Source: an optimization exercise on an open RTL-to-GDS flow (aim: small area and a short achievable clock period). Production flows keep margins and buffers that such runs may drop.
No functional check of the RTL was part of any run shown here.
Power figures rest on the tool's default switching activity, not on a simulated workload.

<file path="flow/config.mk">
export PLATFORM = sky130hd
export DESIGN_NAME = b16_core
export DESIGN_NICKNAME = b16_core
export VERILOG_FILES = /design/flow/design.v
export SDC_FILE = /design/flow/constraint.sdc
export NUM_CORES = 4
export LEC_CHECK = 0
export CAP_MARGIN = 20
export CORE_MARGIN = 2
export CORE_UTILIZATION = 40
export SLEW_MARGIN = 20
</file>
<file path="flow/constraint.sdc">
create_clock -name core_clock -period 14.0 [get_ports {clk}]
set_input_delay 2.8000 -clock core_clock [delete_from_list [all_inputs] [get_ports {clk}]]
set_output_delay 2.8000 -clock core_clock [all_outputs]
set_load 0.01 [all_outputs]
</file>
<file path="flow/design.v">
module alu(sum, cout, T, N, cin);
   parameter l=16;
   input [l-1:0] T, N;
   input cin;
   output [l-1:0] sum;
   output cout;
   wire [l+1:0] s = { 1'b0, T, 1'b1 } + { 1'b0, N, cin };
   assign sum = s[l:1];
   assign cout = s[l+1];
endmodule  
module stack(clk, sp, push, in, out);
   parameter dep=4, l=16;
   input clk, push;
   input [dep-1:0] sp;
   input [l-1:0] in;
   output [l-1:0] out;
   localparam n = 1 << dep;
   wire [n*l-1:0] all;
   wire [dep-1:0] spdec = sp - 1'b1;
   genvar k;
   generate for(k=0; k<n; k=k+1) begin : e
      reg [l-1:0] m;
      always @(posedge clk)
         if(push && spdec == k) m <= in;
      assign all[k*l +: l] = m;
   end endgenerate
   assign out = all[sp*l +: l];
endmodule  
module cpu(clk, run, nreset, addr, rd, wr, data, dataout,
           dr, dw, daddr, din, dout, bp);
   parameter rstaddr=16'h3FFE, l=16, sdep=4, rdep=4;
   input clk, run, nreset;
   output [l-1:0] addr;
   output rd;
   output [1:0] wr;
   input  [l-1:0] data;
   output [l-1:0] dataout;
   input [2:0] daddr;
   input dr, dw;
   input [l-1:0] din, bp;
   output [l-1:0] dout;
   reg [sdep-1:0] sp;
   reg [rdep-1:0] rp;
   reg [l-1:0] T, I, P, R;
   reg [1:0] state;
   reg c;
   wire s0 = (state == 2'b00);
   wire s1 = (state == 2'b01);
   wire s3 = (state == 2'b11);
   reg [4:0] slot;
   wire fcall = s0 & data[15];           
   wire op_exec = (slot == 5'b00001);
   wire op_call = fcall | op_exec;
   wire op_jmp  = (slot == 5'b00010);
   wire op_ret  = (slot == 5'b00011);
   wire op_cond = (slot[4:2] == 3'b001);
   wire op_com  = (slot == 5'b01001);
   wire op_mul  = (slot == 5'b01110);
   wire op_div  = (slot == 5'b01111);
   wire op_alu  = (slot[4:3] == 2'b01) & ~slot[0] & ~(slot[2] & slot[1])
                | (slot == 5'b01011) | (slot == 5'b01101);
   wire access  = (slot[4:3] == 2'b10);
   wire op_minc = access & ~slot[1];     
   wire op_ld   = access & slot[1];      
   wire op_lit  = access & slot[1] & slot[0];
   wire op_st   = access & ~slot[1] & ~slot[0];
   wire op_nip  = (slot == 5'b11000);
   wire op_drop = (slot == 5'b11001);
   wire op_over = (slot == 5'b11010);
   wire op_dup  = (slot == 5'b11011);
   wire op_tor  = (slot == 5'b11100);
   wire op_rfrom= (slot == 5'b11110);
   wire bop = (slot[4:2] == 3'b101);    
   assign rd = s0 | (access & (slot[1:0] != 2'b00));
   assign wr = op_st ? { ~slot[2] | ~T[0], ~slot[2] | T[0] } : 2'b00;
   wire addrsel = access & (slot[1:0] != 2'b11);
   assign addr = addrsel ? T : P;
   wire bswap = bop ^ addr[0];
   wire [l-1:0] incaddr = addr + { bop ? 2'b01 : 2'b10 };
   wire [l-1:0] dataw = { bop ? 8'h00 : (bswap ? data[7:0] : data[15:8]),
                     bswap ? data[15:8] : data[7:0] };
   wire [l-1:0] N, toR;
   assign dataout = bswap ? { N[7:0], N[l-1:8] } : N;
   wire dbg = ~run;
   wire dw0 = dbg & dw & (daddr == 3'h0);
   wire dw1 = dbg & dw & (daddr == 3'h1);
   wire tos2n = ~rd | (slot[1:0] == 2'b11);
   wire [l-1:0] toN = tos2n ? T : dataw;
   wire dpush = (access & (slot[1:0] != 2'b00)) |
                (slot[4] & slot[3] & slot[1]) | dw0;
   wire rpush = (fcall & run) | op_exec | op_tor | dw1;
   stack #(sdep,l) dstack(.clk(clk), .sp(sp), .push(dpush),
                          .in(toN), .out(N));
   stack #(rdep,l) rstack(.clk(clk), .sp(rp), .push(rpush),
                          .in(R), .out(toR));
   wire [sdep-1:0] spdec = sp - 1'b1;
   wire [sdep-1:0] spinc = sp + 1'b1;
   wire [rdep-1:0] rpdec = rp - 1'b1;
   wire [rdep-1:0] rpinc = rp + 1'b1;
   wire cin = slot[0] & (c | slot[1]);
   wire [l-1:0] sum;
   wire cout;
   alu #(l) alu16(.sum(sum), .cout(cout), .T(T), .N(N), .cin(cin));
   wire [l-1:0] lres = slot[1] ? (slot[0] ? (T | N) : (T & N)) : (T ^ N);
   wire [l-1:0] res = slot[2] ? sum : lres;        
   wire acarry = slot[2] ? cout : c;
   wire zero = ~|T;
   wire cond = (slot[1] ? c : zero) ^ slot[0];
   wire [l:0] msel = c ? { cout, sum } : { 1'b0, T };
   wire dc = c | cout;
   wire [l-1:0] dsel = dc ? sum : T;
   reg [l-1:0] jmp;
   always @(state or I or P or T or data)
      case(state)
        2'b00: jmp = { data[14:0], 1'b0 };
        2'b01: jmp = { P[15:11], I[9:0], 1'b0 };
        2'b10: jmp = { P[15:6], I[4:0], 1'b0 };
        2'b11: jmp = { T[15:1], 1'b0 };
      endcase
   wire [1:0] nextstate = (op_call | op_jmp | op_ret | op_cond) ?
                          2'b00 : state + 2'b01;
   wire drop3 = (op_call | op_jmp) & s3;
   wire dwa = dbg & dw;
   wire dra = dbg & dr;
   wire p_inc = run & ((s0 & ~fcall) | op_lit);
   wire p_jmp = run & (op_call | op_jmp | (op_cond & cond));
   wire p_ret = run & op_ret;
   wire p_din = dwa & (daddr == 3'h4);
   wire p_hold = ~(p_inc | p_jmp | p_ret | p_din);
   wire [l-1:0] P_n = ({l{p_inc}} & incaddr) | ({l{p_jmp}} & jmp) |
                 ({l{p_ret}} & { R[l-1:1], 1'b0 }) |
                 ({l{p_din}} & din) | ({l{p_hold}} & P);
   wire i_data = run & s0;
   wire i_din = dwa & (daddr == 3'h7);
   wire [l-1:0] I_n = i_data ? data : i_din ? din : I;
   wire t_n    = run & (drop3 | op_cond | op_drop | op_over | op_tor);
   wire t_com  = run & op_com;
   wire t_mul  = run & op_mul;
   wire t_div  = run & op_div;
   wire t_res  = run & op_alu;
   wire t_inc  = run & op_minc & ~s1;
   wire t_ld   = run & op_ld;
   wire t_r    = run & op_rfrom;
   wire t_din  = dwa & ((daddr == 3'h0) | (daddr == 3'h5));
   wire t_hold = ~(t_n | t_com | t_mul | t_div | t_res | t_inc | t_ld |
                   t_r | t_din);
   wire [l-1:0] T_n = ({l{t_n}} & N) | ({l{t_com}} & ~T) |
                 ({l{t_mul}} & msel[l:1]) |
                 ({l{t_div}} & { dsel[l-2:0], R[l-1] }) |
                 ({l{t_res}} & res) | ({l{t_inc}} & incaddr) |
                 ({l{t_ld}} & dataw) | ({l{t_r}} & R) |
                 ({l{t_din}} & din) | ({l{t_hold}} & T);
   wire r_call = run & op_call;
   wire r_pop  = run & (op_ret | op_rfrom);
   wire r_mul  = run & op_mul;
   wire r_div  = run & op_div;
   wire r_t    = run & op_tor;
   wire r_din  = dwa & ((daddr == 3'h1) | (daddr == 3'h6));
   wire r_hold = ~(r_call | r_pop | r_mul | r_div | r_t | r_din);
   wire [l-1:0] R_n = ({l{r_call}} & { s0 ? incaddr[l-1:1] : P[l-1:1], c }) |
                 ({l{r_pop}} & toR) |
                 ({l{r_mul}} & { msel[0], R[l-1:1] }) |
                 ({l{r_div}} & { R[l-2:0], dc }) |
                 ({l{r_t}} & T) | ({l{r_din}} & din) |
                 ({l{r_hold}} & R);
   reg c_n;
   always @(*) begin
      c_n = c;
      if(run) begin
         if(op_call) c_n = 1'b0;
         if(op_ret | op_mul) c_n = R[0];
         if(op_com) c_n = 1'b1;
         if(op_div) c_n = dsel[l-1];
         if(op_alu) c_n = acarry;
      end else if(dw && daddr == 3'h3)
         c_n = din[10];
   end
   wire sp_dec = run ? ((access & slot[0]) | op_over | op_dup | op_rfrom)
                     : (dw & (daddr == 3'h0) & ~(dr & (daddr == 3'h0)));
   wire sp_inc = run ? (op_st | drop3 | op_cond | op_alu | op_nip |
                        op_drop | op_tor)
                     : (dr & (daddr == 3'h0));
   wire sp_din = dwa & (daddr == 3'h3);
   reg [sdep-1:0] sp_n;
   always @(*)
      if(sp_din) sp_n = din[sdep+3:4];
      else if(sp_dec) sp_n = spdec;
      else if(sp_inc) sp_n = spinc;
      else sp_n = sp;
   wire rp_dec = run ? (op_call | op_tor)
                     : (dw & (daddr == 3'h1) & ~(dr & (daddr == 3'h1)));
   wire rp_inc = run ? (op_ret | op_rfrom) : (dr & (daddr == 3'h1));
   reg [rdep-1:0] rp_n;
   always @(*)
      if(sp_din) rp_n = din[rdep-1:0];
      else if(rp_dec) rp_n = rpdec;
      else if(rp_inc) rp_n = rpinc;
      else rp_n = rp;
   wire [1:0] state_n = run ? nextstate :
                        (dwa & (daddr == 3'h3)) ? din[9:8] : state;
   reg [4:0] slot_n;
   always @(state_n or I_n)
      case(state_n)
        2'b00: slot_n = 5'b00000;
        2'b01: slot_n = I_n[14:10];
        2'b10: slot_n = I_n[9:5];
        2'b11: slot_n = I_n[4:0];
      endcase
   wire dsel_en = dr & ~run;
   wire [7:0] da = { 7'b0, dsel_en } << daddr;
   assign dout = ({l{da[0]}} & N) | ({l{da[1]}} & toR) |
                 ({l{da[2]}} & bp) |
                 ({l{da[3]}} & { run, 4'h0, c, state,
                                 {4-sdep{1'b0}}, sp,
                                 {4-rdep{1'b0}}, rp }) |
                 ({l{da[4]}} & P) | ({l{da[5]}} & T) |
                 ({l{da[6]}} & R) | ({l{da[7]}} & I);
   always @(posedge clk or negedge nreset)
      if(!nreset) begin
         state <= 2'b11;
         P <= rstaddr;
         T <= 16'h0000;
         I <= 16'h0000;
         R <= 16'h0000;
         c <= 1'b0;
         sp <= 0;
         rp <= 0;
         slot <= 5'b00000;
      end else begin
         state <= state_n;
         P <= P_n;
         T <= T_n;
         I <= I_n;
         R <= R_n;
         c <= c_n;
         sp <= sp_n;
         rp <= rp_n;
         slot <= slot_n;
      end
endmodule  
module b16_core(clk, nreset, run, addr, rd, wr, data, dataout,
                dr, dw, daddr, din, bp, dout);
   input         clk, nreset, run;
   output [15:0] addr;
   output        rd;
   output [1:0]  wr;
   input  [15:0] data;
   output [15:0] dataout;
   input         dr, dw;
   input  [2:0]  daddr;
   input  [15:0] din, bp;
   output [15:0] dout;
   cpu b16(.clk(clk), .run(run), .nreset(nreset),
           .addr(addr), .rd(rd), .wr(wr), .data(data),
           .dataout(dataout),
           .dr(dr), .dw(dw), .daddr(daddr), .din(din), .dout(dout),
           .bp(bp));
endmodule
</file>
<file path="flow/flow/run.sh">
#!/bin/bash
cp standard.sh standard_sh.txt
export SETUP_SLACK_MARGIN=7.2
bash standard.sh > standard.log 2>&1
</file>
<file path="flow/standard.sh">
#!/bin/bash
# synth_recipe.tcl (not shown) runs the flow's synth.tcl, then flattens the netlist and writes it again
# the make line also repeats each setting of config.mk as NAME=value (left out here)
make -C /OpenROAD-flow-scripts/flow DESIGN_CONFIG=/design/flow/config.mk WORK_HOME=/design/flow/orfs CLKGATE_MAP_FILE= SYNTH_SCRIPT=/design/flow/synth_recipe.tcl "${@:-finish}"
</file>
==> results of run 1 <==
[routing by layer]
metal | part of all wire, % | up-vias | global-route usage (%)
met2 | 44 | 1170 | 42.84
met4 | 5.4 | 6 | 13.15
li1 | - | 9338 | -
met3 | 9.3 | 299 | 6.513
met1 | 41 | 11390 | 39.13
met5 | 0.031 | - | 0
[path summary, 6_finish.rpt]
check | cells after the start | from | endpoint
max in group asynchronous | 2 | nreset | b16.sp[0]$_DFFE_PN0P_
worst min-delay path | 2 | b16.P[11]$_DFF_PN1_ | b16.P[11]$_DFF_PN1_
worst min register to register | 2 | b16.P[11]$_DFF_PN1_ | b16.P[11]$_DFF_PN1_
worst max-delay path | 9 | daddr[0] | dout[6]
min in group asynchronous | 1 | nreset | b16.R[12]$_DFF_PN0_
worst max register to register | 17 | b16.sp[2]$_DFFE_PN0P_ | b16.T[8]$_DFF_PN0_
[critical path, stage by stage]
cell,delay [ns]
buf_4,0.17
buf_12,0.17
or3_4,0.42
buf_6,0.16
buf_6,0.12
o22ai_2,0.14
a221oi_2,0.06
o21ai_2,0.10
buf_2,0.17
[per-stage QoR]
stage | power (mW) | hold slack (ns) | cell area (um^2) | util (%) | setup slack (ns)
final | 8.821 | 0.5959 | 35060 | 47.33 | 6.872
after global routing | 9.180 | 0.6123 | 35050 | 47.32 | 6.875
after CTS | 8.714 | 0.5879 | 34750 | 46.92 | 6.848
after detailed placement | 7.030 | 0.5780 | 32210 | 43.49 | 5.305
after global placement | 6.971 | 0.5730 | 32180 | 43.45 | 5.325
after floorplan | 5.249 | 0.5263 | 29820 | - | 7.194
[kinds of logic (layout without fill, tap and decap cells)]
| logic type | after synthesis | after routing | share of synthesized area, % |
|---|---|---|---|
| DFF | 592 | 592 | 58.38 |
| AOI/OAI and AO/OA | 590 | 590 | 13.82 |
| and+or+nand+nor | 465 | 465 | 7.193 |
| muxes | 317 | 317 | 13.81 |
| buffers and inverters | 245 | 443 | 3.494 |
| adders and majority gates | 53 | 53 | 2.276 |
| xor gates and xnor gates | 35 | 35 | 1.029 |
| other | 0 | 3 | 0 |
[Yosys cell counts (17+ instances only)]
cell,instances
a21oi_1,90
a221o_1,19
a221oi_1,93
a222oi_1,35
a22oi_1,57
buf_2,37
clkbuf_1,104
dfrtp_1,65
edfxtp_1,512
ha_1,51
inv_1,76
mux2i_1,231
mux4_2,74
nand2_1,168
nand3_1,17
nor2_1,152
nor2b_1,18
nor3_1,28
o21ai_0,151
o221ai_1,19
o22ai_1,18
xnor2_1,25
[what timing repair did]
item                                    4_1_cts  5_1_grt
hold endpoints to repair                      0        0
pin swaps                                    19        5
gates resized for setup                     176       38
hold buffers                                  0        0
gates cloned                                  3        3
setup buffers                                24        9
endpoints found under the setup margin       32       32
[flip-flops by register name (all words and copies together) (netlist names)]
name,count
b16.state,2
b16.sp,4
b16.rp,4
b16.P,16
b16.slot,5
b16.rstack.e.m,256
b16.R,16
b16.dstack.e.m,256
b16.c,1
b16.I,16
b16.T,16
[layout make-up]
cell class	count	area (um^2)
multi-input cells	1460	11780
diodes	3	7.507
clock inverters	37	400.4
inverters	77	289.0
clock buffers	78	1600
flip-flops and latches	592	17410
repair buffers	251	2360
fillers	6640	39010
well taps	969	1212
[cell usage in the layout (no fill, tap or decap), drive strengths merged, types with 14 or more instances in the layout]
master / count
nand3: 17
clkdlybuf4s50: 81
ha: 51
o211ai: 15
nor2: 153
clkinv: 26
nor2b: 19
dfstp: 15
a222oi: 35
a221o: 19
mux4: 74
xnor2: 25
o21ai: 163
nor4: 14
nor3: 32
inv: 77
mux2i: 231
a21oi: 92
clkbuf: 83
nand2: 168
a221oi: 95
dfrtp: 65
buf: 159
o22ai: 19
o221ai: 19
edfxtp: 512
a22oi: 57
[power by group through the flow]
stage	Combinational (mW)	Sequential [mW]	Clock, mW
4_1_cts	4.31	2.75	1.65
5_1_grt	4.67	2.78	1.72
6_report	4.42	2.77	1.63
2_1_floorplan	2.67	2.58	0
3_3_place_gp	4.19	2.79	0
3_5_place_dp	4.24	2.79	0
==> metrics.md, run 1 <==
| Metric | Value |
|---|---|
| Status | complete, no violations |
| Post-synth EDFFs | 512 |
| Final period util | approximately 51% |
| Placed Cells | between 3k and 4k |
| Area share of the largest cell type after synthesis | 51.60% |
| Die area | around 77,000 um^2 |
| Critical Path AT | 4.33 ns |
| Tmin final | between 7 and 8 ns |
| Internal power | just under 5 mW |
| Root buf cell | clkbuf_16 |
| Max_slew headroom | a little under a quarter |
| Nets | 2,552 |
| Global-route usage over all layers | between 20% and 30% |
| Largest net degree at the start of global routing | 55 |
| Synthesized flop and latch total | 592 |
| # setup viols final | 0 |
| Wire length per cell | between 30 and 40 um |
| Antenna violations before repair | 6 |
| Reg-to-reg setup timing slack | between 8 and 9 ns |
| Count of input and output buffers | around 110 |
| Routed wire length | around 110,000 um |
| Worst endpoint required time | between 10 and 15 ns |
| Max frequency | around 140 MHz |
| Yosys warning total | 2 |
| Max cap viols | 0 |
| GPL Wtd Cong | about 0.96 |
| Post-Synthesis Net Count | about 2.4k |
| Yosys cell types | 84 |
| CTS buffer count | 61 |
| Num ports | between 100 and 150 |
| Ys async rst share | roughly 14% |
| Layout cell share with drive strength beyond 1 | between 10% and 20% |
| Syn Std Cell Area | between 20,000 and 30,000 um^2 |
| Crit path launch type | input pin |
| Top cells by area, synth | edfxtp_1 52%, mux2i_1 7.8%, mux4_2 5.6% |
| Hpwl dp | around 75,000 um |
| Clock latency (worst-skew pair) | between 0.6 and 0.7 ns |
| Mean Syn Cell Area | ~13 um^2 |
| Drt pass-1 iters | 10 |
| Non-Filler Instances | about 3.5k |
| Final-report hold violation count | 0 |
| Sw Share | approximately 45% |
| Switching power | roughly 4 mW |
| Crit Path Max Fanout | 11 |
| Post-DRT Antenna Nets | 0 |
| Critical setup path kind | input pin to output port |
| Placement Rows | 100 |
| Clock power frac | 18.5% |
| Area Growth Syn to Fin | 17.65% |
| Clock sinks | 592 |
| Worst VDD drop | ~170 uV |
| Initial Util | between 40 and 50% |
| Mapped Cells | 2,297 |
| Actual slew at the worst max-slew pin | approximately 1.1 ns |
| Setup Skew | roughly 0.041 ns |
| Reg power frac | a little under a third |
| Clock Tree Buf Depth | 3 |
| Sequential area share after synthesis | approximately 60% |
| DR vias/cell | 6.404 |
| DIE HEIGHT | approximately 280 um |
| TNS Setup | 0 ns |
| Core area | roughly 74,000 um^2 |
| Clock transition at the registers of the reported paths | roughly 0.050 ns |
| Power Density | around 250 nW/um^2 |
| H-tree depth | 2 |
| Worst hold path type | flip-flop to flip-flop |
| Vias in the first global route | approximately 21k |
| Die X | between 200 and 300 um |
| RSZ-0062 raised after global routing | true |
| LEAKAGE | 12.46 nW |
| Via count | about 22k |
| Post-synth top area cell | edfxtp_1 |
| First-pass GRT wire length | about 160,000 um |
| Drt drc | 0 |
| Slew Viols, Final | 0 |
| Number of DRC markers in iteration 0 | between 2k and 3k |
| Synth Flop Type | edfxtp_1 |
| CTS tree | built |
| GR Overflow Total | 0 |
| Comb power frac | 50.1% |
| CP Capture Type | output port |
==> run 2: changes to the inputs <==
==> flow/flow/run.sh (replaced) <==
#!/bin/bash
cp standard.sh standard_sh.txt
export SETUP_SLACK_MARGIN=7.3
export CTS_ARGS="-sink_clustering_enable -repair_clock_nets -dont_use_dummy_load -sink_clustering_size 30 -buf_list {sky130_fd_sc_hd__clkbuf_4 sky130_fd_sc_hd__clkbuf_8}"
bash standard.sh > standard.log 2>&1
==> metrics.md, run 2 <==
| Metric | Value |
|---|---|
| Most frequent cells in the layout | 512 x edfxtp_1, 224 x mux2i_1, 159 x nand2_1, 128 x o21ai_0, 126 x nor2_1 |
| Worst VDD drop | 167.4 uV (-0.84%) |
| Worst endpoint required time | 11.20 ns (about the same) |
| Synthesized flop and latch total | 592 (unchanged) |
| Slew Viols, Final | 0 (unchanged) |
| GPL Wtd Cong | 0.9905 (+3.1%) |
| Clock Tree Buf Depth | 3 (unchanged) |
| Power Density | 244.9 nW/um^2 (-2.7%) |
| # hold bufs at CTS | 0 (unchanged) |
| Final period util | 50.94% (about the same) |
| Layout cell share with drive strength beyond 1 | 19.79% (+1.1 points) |
| RSZ-0062 raised after global routing | true |
| Clock latency (worst-skew pair) | 0.71 ns (+0.05 ns) |
| Die X | 276.9 um (unchanged) |
| Slowest-stage cell, CP | or3_4 |
| H-tree depth | 3 (+1) |
| Yosys cell types | 84 (unchanged) |
| Syn Std Cell Area | 29,800 um^2 (unchanged) |
| Routed wire length | 110,600 um (-0.89%) |
| Max frequency | 140.2 MHz (about the same) |
| Global-route usage over all layers | 28.41% (about the same) |
| Area share of the largest cell type after synthesis | 51.60% (unchanged) |
| Synth Flop Type | edfxtp_1 |
| Commonest cells post-synth | 512 x edfxtp_1, 231 x mux2i_1, 168 x nand2_1, 152 x nor2_1, 151 x o21ai_0 |
| Die area | 76,690 um^2 (unchanged) |
| Number of DRC markers in iteration 0 | 3,175 (+24%) |
| Area Growth Syn to Fin | 15.89% |
| Top cells by area, synth | edfxtp_1 52%, mux2i_1 7.8%, mux4_2 5.6% |
| Worst hold path type | flip-flop to flip-flop |
| Ys async rst share | 13.51% (unchanged) |
| Num ports | 107 (unchanged) |
| Antenna violations before repair | 7 (+1) |
| DR vias/cell | 6.477 (+1.1%) |
| Placed Cells | 3,311 (+0.060%) |
| # setup viols final | 0 (unchanged) |
| Tmin final | 7.131 ns (+0.003270 ns) |
| Clock transition at the registers of the reported paths | 0.06 ns (about the same) |
| CTS tree | built |
| CP Capture Type | output port |
| Drt drc | 0 (unchanged) |
| LEAKAGE | 12.20 nW (-2.1%) |
| Clock sinks | 592 (unchanged) |
| Root buf cell | clkbuf_8 |
| Count of input and output buffers | 106 (unchanged) |
| Setup Skew | 0.07178 ns (+0.03029 ns) |
| Post-Synthesis Net Count | 2,406 (unchanged) |
| Largest net degree at the start of global routing | 51 (-7.3%) |
| Via count | 22.35k (+0.64%) |
| Crit path launch type | input pin |
| Non-Filler Instances | 3,450 (-0.49%) |
| Vias in the first global route | 21.60k (+0.88%) |
| Critical Path AT | 4.33 ns (about the same) |
| CTS buffer count | 99 (+62%) |
| Worst stage delay on the critical path | 0.45 ns (+0.03 ns) |
| Initial Util | 40.23% (unchanged) |
| Actual slew at the worst max-slew pin | 1.109 ns (-0.03313 ns) |
| Final-report hold violation count | 0 (unchanged) |
| Yosys warning total | 2 (unchanged) |
| Status | complete, no violations |
| Nets | 2,587 (+1.4%) |
| Max cap viols | 0 (unchanged) |
| Hpwl dp | 74,320 um (-0.72%) |
| Critical setup path kind | input pin to output port |
| Top-count cell post-synth | edfxtp_1 |
| First-pass GRT wire length | 158,100 um (about the same) |
| Wire length per cell | 32.07 um (-0.40%) |
| Mean Syn Cell Area | 12.97 um^2 (unchanged) |
| Top flop regs | b16.dstack.e.m: 256 flops, b16.rstack.e.m: 256 flops |
| Core area | 74,070 um^2 (unchanged) |
| Placement Rows | 100 (unchanged) |
| Drt pass-1 iters | 9 (-1) |
| Commonest non-fill, non-tap cell in the layout | edfxtp_1 |
| Post-DRT Antenna Nets | 0 (unchanged) |
| GR Overflow Total | 0 (unchanged) |
| Sequential area share after synthesis | 58.38% (unchanged) |
| Crit Path Max Fanout | 5 (-6) |
| Post-synth top area cell | edfxtp_1 |
| Crit-path cells | buf_12, buf_12, nand2b_4, or3_4, buf_6, o22ai_4, a221oi_2, o21ai_1, buf_2 |
| Post-synth EDFFs | 512 (unchanged) |
| Most frequent CP cell | buf_12 |
| Mapped Cells | 2,297 (unchanged) |
| DIE HEIGHT | 276.9 um (unchanged) |
| Max_slew headroom | 26.05% (+3.0 points) |
| TNS Setup | 0 ns (unchanged) |
==> run 2: logic make-up (layout without fill, tap and decap cells) <==
group	after synthesis	count (layout)	synth area share [%]
compound gates	590	590	13.82
xor+xnor	35	35	1.029
fa+ha+maj	53	53	2.276
other cells	0	5	0
flops	592	592	58.38
simple gates	465	467	7.193
buf+inv	245	422	3.494
mux	317	317	13.81
==> run 2: critical path, delay by kind of cell <==
family	cells	cell delay [ns]
buf+inv	4	0.57
compound gates	3	0.36
simple gates	2	0.60
==> run 2: layout make-up <==
type                            instances  area, um^2
Fill cell                            6644       39540
Sequential cell                       592       17410
Multi-Input combinational cell       1462       11900
Timing Repair Buffer                  246        2341
Clock buffer                           99        1363
Tap cell                              969        1212
Inverter                               77       296.5
Antenna cell                            5       12.51
==> run 2: through the flow <==
stage | util (%) | power (mW) | setup slack (ns) | instance area, um^2 | hold WS [ns]
after floorplan | - | 5.249 | 7.211 | 29830 | 0.5263
after global placement | 43.49 | 6.932 | 5.426 | 32210 | 0.5684
after detailed placement | 43.50 | 6.982 | 5.345 | 32220 | 0.5743
after CTS | 46.27 | 8.328 | 6.862 | 34270 | 0.5832
after global routing | 46.61 | 8.822 | 6.842 | 34520 | 0.6096
final | 46.62 | 8.456 | 6.869 | 34530 | 0.5985
==> run 2: final timing paths <==
kind,startpoint,end,slack (ns),cells after the start
setup / recovery,run,dout[9],6.87,9
hold / removal,b16.P[1]$_DFF_PN1_,b16.P[1]$_DFF_PN1_,0.60,2
setup reg to reg,b16.sp[1]$_DFFE_PN0P_,b16.T[8]$_DFF_PN0_,8.71,17
hold reg to reg,b16.P[1]$_DFF_PN1_,b16.P[1]$_DFF_PN1_,0.60,2
max in group asynchronous,nreset,b16.rp[0]$_DFFE_PN0P_,10.59,2
min in group asynchronous,nreset,b16.R[11]$_DFF_PN0_,2.11,1
==> run 2: where the power goes <==
part           leakage, nW  switching (mW)  internal, mW  total, mW
Clock                0.712           0.629         0.619       1.25
Sequential            5.61           0.343          2.40       2.75
Combinational         5.88            2.88          1.58       4.46
Total                 12.2            3.85          4.60       8.46
==> run 2: layer usage <==
metal	track usage (%)	vias up	wire (um)
met5	0	-	35
met4	13.20	6	5870
met3	7.272	318	12430
met2	41.59	1369	47150
met1	39.61	11300	45150
li1	-	9357	-
==> run 2: what timing repair did <==
action	in CTS	in global routing
endpoints found under the setup margin	32	32
pin swaps	14	4
gates cloned	6	0
gates resized for setup	196	38
buffers inserted	22	7
==> run 3: changes to the inputs <==
==> flow/flow/run.sh (replaced) <==
#!/bin/bash
cp standard.sh standard_sh.txt
export SETUP_SLACK_MARGIN=7.3
export CTS_ARGS="-sink_clustering_enable -repair_clock_nets -dont_use_dummy_load -sink_clustering_size 30 -buf_list {sky130_fd_sc_hd__clkbuf_4 sky130_fd_sc_hd__clkbuf_8}"
export BUFFER_PORTS_ARGS="-buffer_cell sky130_fd_sc_hd__buf_1"
bash standard.sh > standard.log 2>&1
==> metrics.md, run 3 <==
| Metric | Value |
|---|---|
| Hold path startpoint | b16.P[12]$_DFF_PN1_ |
| Actual slew at the worst max-slew pin | 1.200 ns (+0.09033 ns) |
| Nets | 2,564 (-0.89%) |
| Root buf cell | clkbuf_8 |
| Placement Rows | 100 (unchanged) |
| Post-synth EDFFs | 512 (unchanged) |
| Reg-to-reg setup timing slack | 8.10 ns (-0.61 ns) |
| Vias in the first global route | 21.61k (+0.032%) |
| Crit path launch type | input pin |
| Clock transition at the registers of the reported paths | 0.05 ns (about the same) |
| Top cells by area, synth | edfxtp_1 52%, mux2i_1 7.8%, mux4_2 5.6% |
| Worst R2R Start | b16.sp[2]$_DFFE_PN0P_ |
| Area Growth Syn to Fin | 12.48% |
| Die area | 76,690 um^2 (unchanged) |
| Area share of the largest cell type after synthesis | 51.60% (unchanged) |
| # hold bufs at CTS | 0 (unchanged) |
| Worst endpoint required time | 11.20 ns (about the same) |
| DR vias/cell | 6.485 (+0.13%) |
| # setup viols final | 0 (unchanged) |
| Final period util | 50.69% (-0.24 points) |
| DIE HEIGHT | 276.9 um (unchanged) |
| Clock Tree Buf Depth | 3 (unchanged) |
| WHS Endpoint | b16.P[12]$_DFF_PN1_ |
| Largest net degree at the start of global routing | 59 (+16%) |
| Post-Synthesis Net Count | 2,406 (unchanged) |
| Max cap viols | 0 (unchanged) |
| Critical setup path kind | input pin to output port |
| Core area | 74,070 um^2 (unchanged) |
| Num ports | 107 (unchanged) |
| Yosys cell types | 84 (unchanged) |
| Antenna violations before repair | 4 (-3) |
| Die X | 276.9 um (unchanged) |
| Reg2reg end | b16.T[8]$_DFF_PN0_ |
| Hold Path Depth | 2 (unchanged) |
| Mean Syn Cell Area | 12.97 um^2 (unchanged) |
| Global-route usage over all layers | 28.28% (-0.14 points) |
| GPL Wtd Cong | 0.9985 (+0.81%) |
| Syn Std Cell Area | 29,800 um^2 (unchanged) |
| Count of input and output buffers | 106 (unchanged) |
| Non-Filler Instances | 3,423 (-0.78%) |
| Max frequency | 140.9 MHz (+0.48%) |
| CTS tree | built |
| Drt pass-1 iters | 7 (-2) |
| Mapped Cells | 2,297 (unchanged) |
| Top flop regs | b16.dstack.e.m: 256 flops, b16.rstack.e.m: 256 flops |
| Reg2Reg Depth | 17 (unchanged) |
| Top-count cell post-synth | edfxtp_1 |
| Power Density | 247.7 nW/um^2 (+1.1%) |
| Status | complete, no violations |
| Routed wire length | 110,600 um (about the same) |
| Number of DRC markers in iteration 0 | 3,115 (-1.9%) |
| Synth Flop Type | edfxtp_1 |
| Yosys warning total | 2 (unchanged) |
| Placed Cells | 3,303 (-0.24%) |
| First-pass GRT wire length | 157,200 um (-0.56%) |
| Drt drc | 0 (unchanged) |
| Worst VDD drop | 153.7 uV (-8.2%) |
| Initial Util | 40.23% (unchanged) |
| Layout cell share with drive strength beyond 1 | 17.90% (-1.9 points) |
| Crit Path Max Fanout | 8 (+3) |
| Commonest non-fill, non-tap cell in the layout | edfxtp_1 |
| RSZ-0062 raised after global routing | true |
| CP Capture Type | output port |
| Ys async rst share | 13.51% (unchanged) |
| Synthesized flop and latch total | 592 (unchanged) |
| Critical Path AT | 4.30 ns (-0.03 ns) |
| Sequential area share after synthesis | 58.38% (unchanged) |
| GR Overflow Total | 0 (unchanged) |
| Hpwl dp | 75,390 um (+1.4%) |
| Most frequent cells in the layout | 512 x edfxtp_1, 231 x mux2i_1, 164 x nand2_1, 132 x nor2_1, 131 x o21ai_0 |
| Slew Viols, Final | 0 (unchanged) |
| Post-synth top area cell | edfxtp_1 |
| Crit path from | run |
| Setup Skew | 0.07524 ns (+0.003453 ns) |
| Via count | 22.20k (-0.66%) |
| Worst hold path type | flip-flop to flip-flop |
| LEAKAGE | 11.80 nW (-3.3%) |
| Tmin final | 7.097 ns (-0.03403 ns) |
| H-tree depth | 3 (unchanged) |
| Final-report hold violation count | 0 (unchanged) |
| Post-DRT Antenna Nets | 0 (unchanged) |
| Clock sinks | 592 (unchanged) |
| Clock latency (worst-skew pair) | 0.70 ns (about the same) |
| CTS buffer count | 97 (-2.0%) |
| Max_slew headroom | 19.18% (-6.9 points) |
| Commonest cells post-synth | 512 x edfxtp_1, 231 x mux2i_1, 168 x nand2_1, 152 x nor2_1, 151 x o21ai_0 |
| Wire length per cell | 32.31 um (+0.76%) |
| TNS Setup | 0 ns (unchanged) |
-- run 3: logic make-up (layout without fill, tap and decap cells) --
kind of cell / Yosys count / count (layout) / share of synthesized area [%]
xor gates and xnor gates: 35 / 35 / 1.029
buffers and inverters: 245 / 400 / 3.494
adders and majority gates: 53 / 53 / 2.276
DFF: 592 / 592 / 58.38
muxes: 317 / 317 / 13.81
other: 0 / 1 / 0
AOI/OAI and AO/OA: 590 / 590 / 13.82
and+or+nand+nor: 465 / 466 / 7.193
-- run 3: per-stage QoR --
step	total power, mW	utilization, %	setup slack (ns)	cell area, um^2	hold WS [ns]
floorplan	5.249	-	7.211	29830	0.5263
global placement	6.817	42.52	5.889	31490	0.5924
detailed placement	6.881	42.57	6.141	31530	0.5893
CTS	8.157	45.04	6.921	33360	0.5968
global route	8.638	45.24	6.902	33510	0.6287
finish	8.300	45.24	6.903	33510	0.5969
-- run 3: worst max path at each step --
stage / end / slack (ns) / cells after the start
detailed placement: dout[4] / 6.14 / 7
global placement: dout[5] / 5.89 / 7
global route: dout[9] / 6.90 / 8
finish: dout[5] / 6.90 / 8
floorplan: dout[10] / 7.21 / 8
CTS: dout[7] / 6.92 / 8
-- run 3: area by class of cell --
class                   instances  area, um^2
well taps                     969        1212
repair buffers                226        1553
inverters                      77       292.8
diodes                          1       2.502
multi-input cells            1461       11710
clock buffers                  97        1335
flip-flops and latches        592       17410
fillers                      6729       40560
-- run 3: worst max-delay path: stages --
cell	delay [ns]
buf_12	0.10
buf_12	0.12
nand2b_4	0.18
or3_4	0.50
o22ai_2	0.18
a221oi_2	0.06
o21ai_2	0.15
buf_2	0.19
-- run 3: per-layer routing --
metal  track usage, %  vias up  routed length [um]
met5                0        -                  35
met4            12.03        6                5121
met3            7.281      281               11960
met2            41.92     1389               47840
met1            39.39    11220               45640
li1                 -     9303                   -
-- run 3: power by group --
part | internal [mW] | total [mW] | leakage (nW) | switching, mW
sequential | 2.40 | 2.76 | 5.61 | 0.359
clock | 0.607 | 1.22 | 0.697 | 0.609
combinational | 1.44 | 4.32 | 5.49 | 2.88
total | 4.45 | 8.30 | 11.8 | 3.85
-- run 3: timing repair --
| item | in CTS | in global routing |
|---|---|---|
| gates cloned | 4 | 0 |
| pin swaps | 13 | 11 |
| setup buffers | 10 | 7 |
| endpoints found under the setup margin | 32 | 25 |
| resized for setup | 88 | 22 |

-- afterwards: timing with drivers on the ports --
How much do the figures lean on ideal ports? The routed layouts below were timed once more, with nothing changed but the port constraints.
Step 1, drivers: a clkbuf_16 drives clk and a buf_2 each remaining input, both assumed.
Step 2, shift: input delay + t, output delay - t, t = (earliest + latest rising clock arrival at the registers) / 2. This alone moves slack from input paths to output paths.
Three values: ideal, step 1, step 2; two values: the first two.
run	t (ns)	setup slack, ns	latest minus earliest clock arrival (ns)	worst data-port slew with drivers (ns)
run 1	0.701	6.872 / 6.789 / 6.789	0.042 / 0.043	0.11
run 2	0.728	6.869 / 6.809 / 6.809	0.072 / 0.072	0.11
run 3	0.719	6.903 / 6.855 / 6.855	0.090 / 0.090	0.13
After both steps every run listed still meets setup and hold. The setup slack of run 1, which loses most, moves by -0.083 ns with the drivers and by -0.083 ns with both steps.
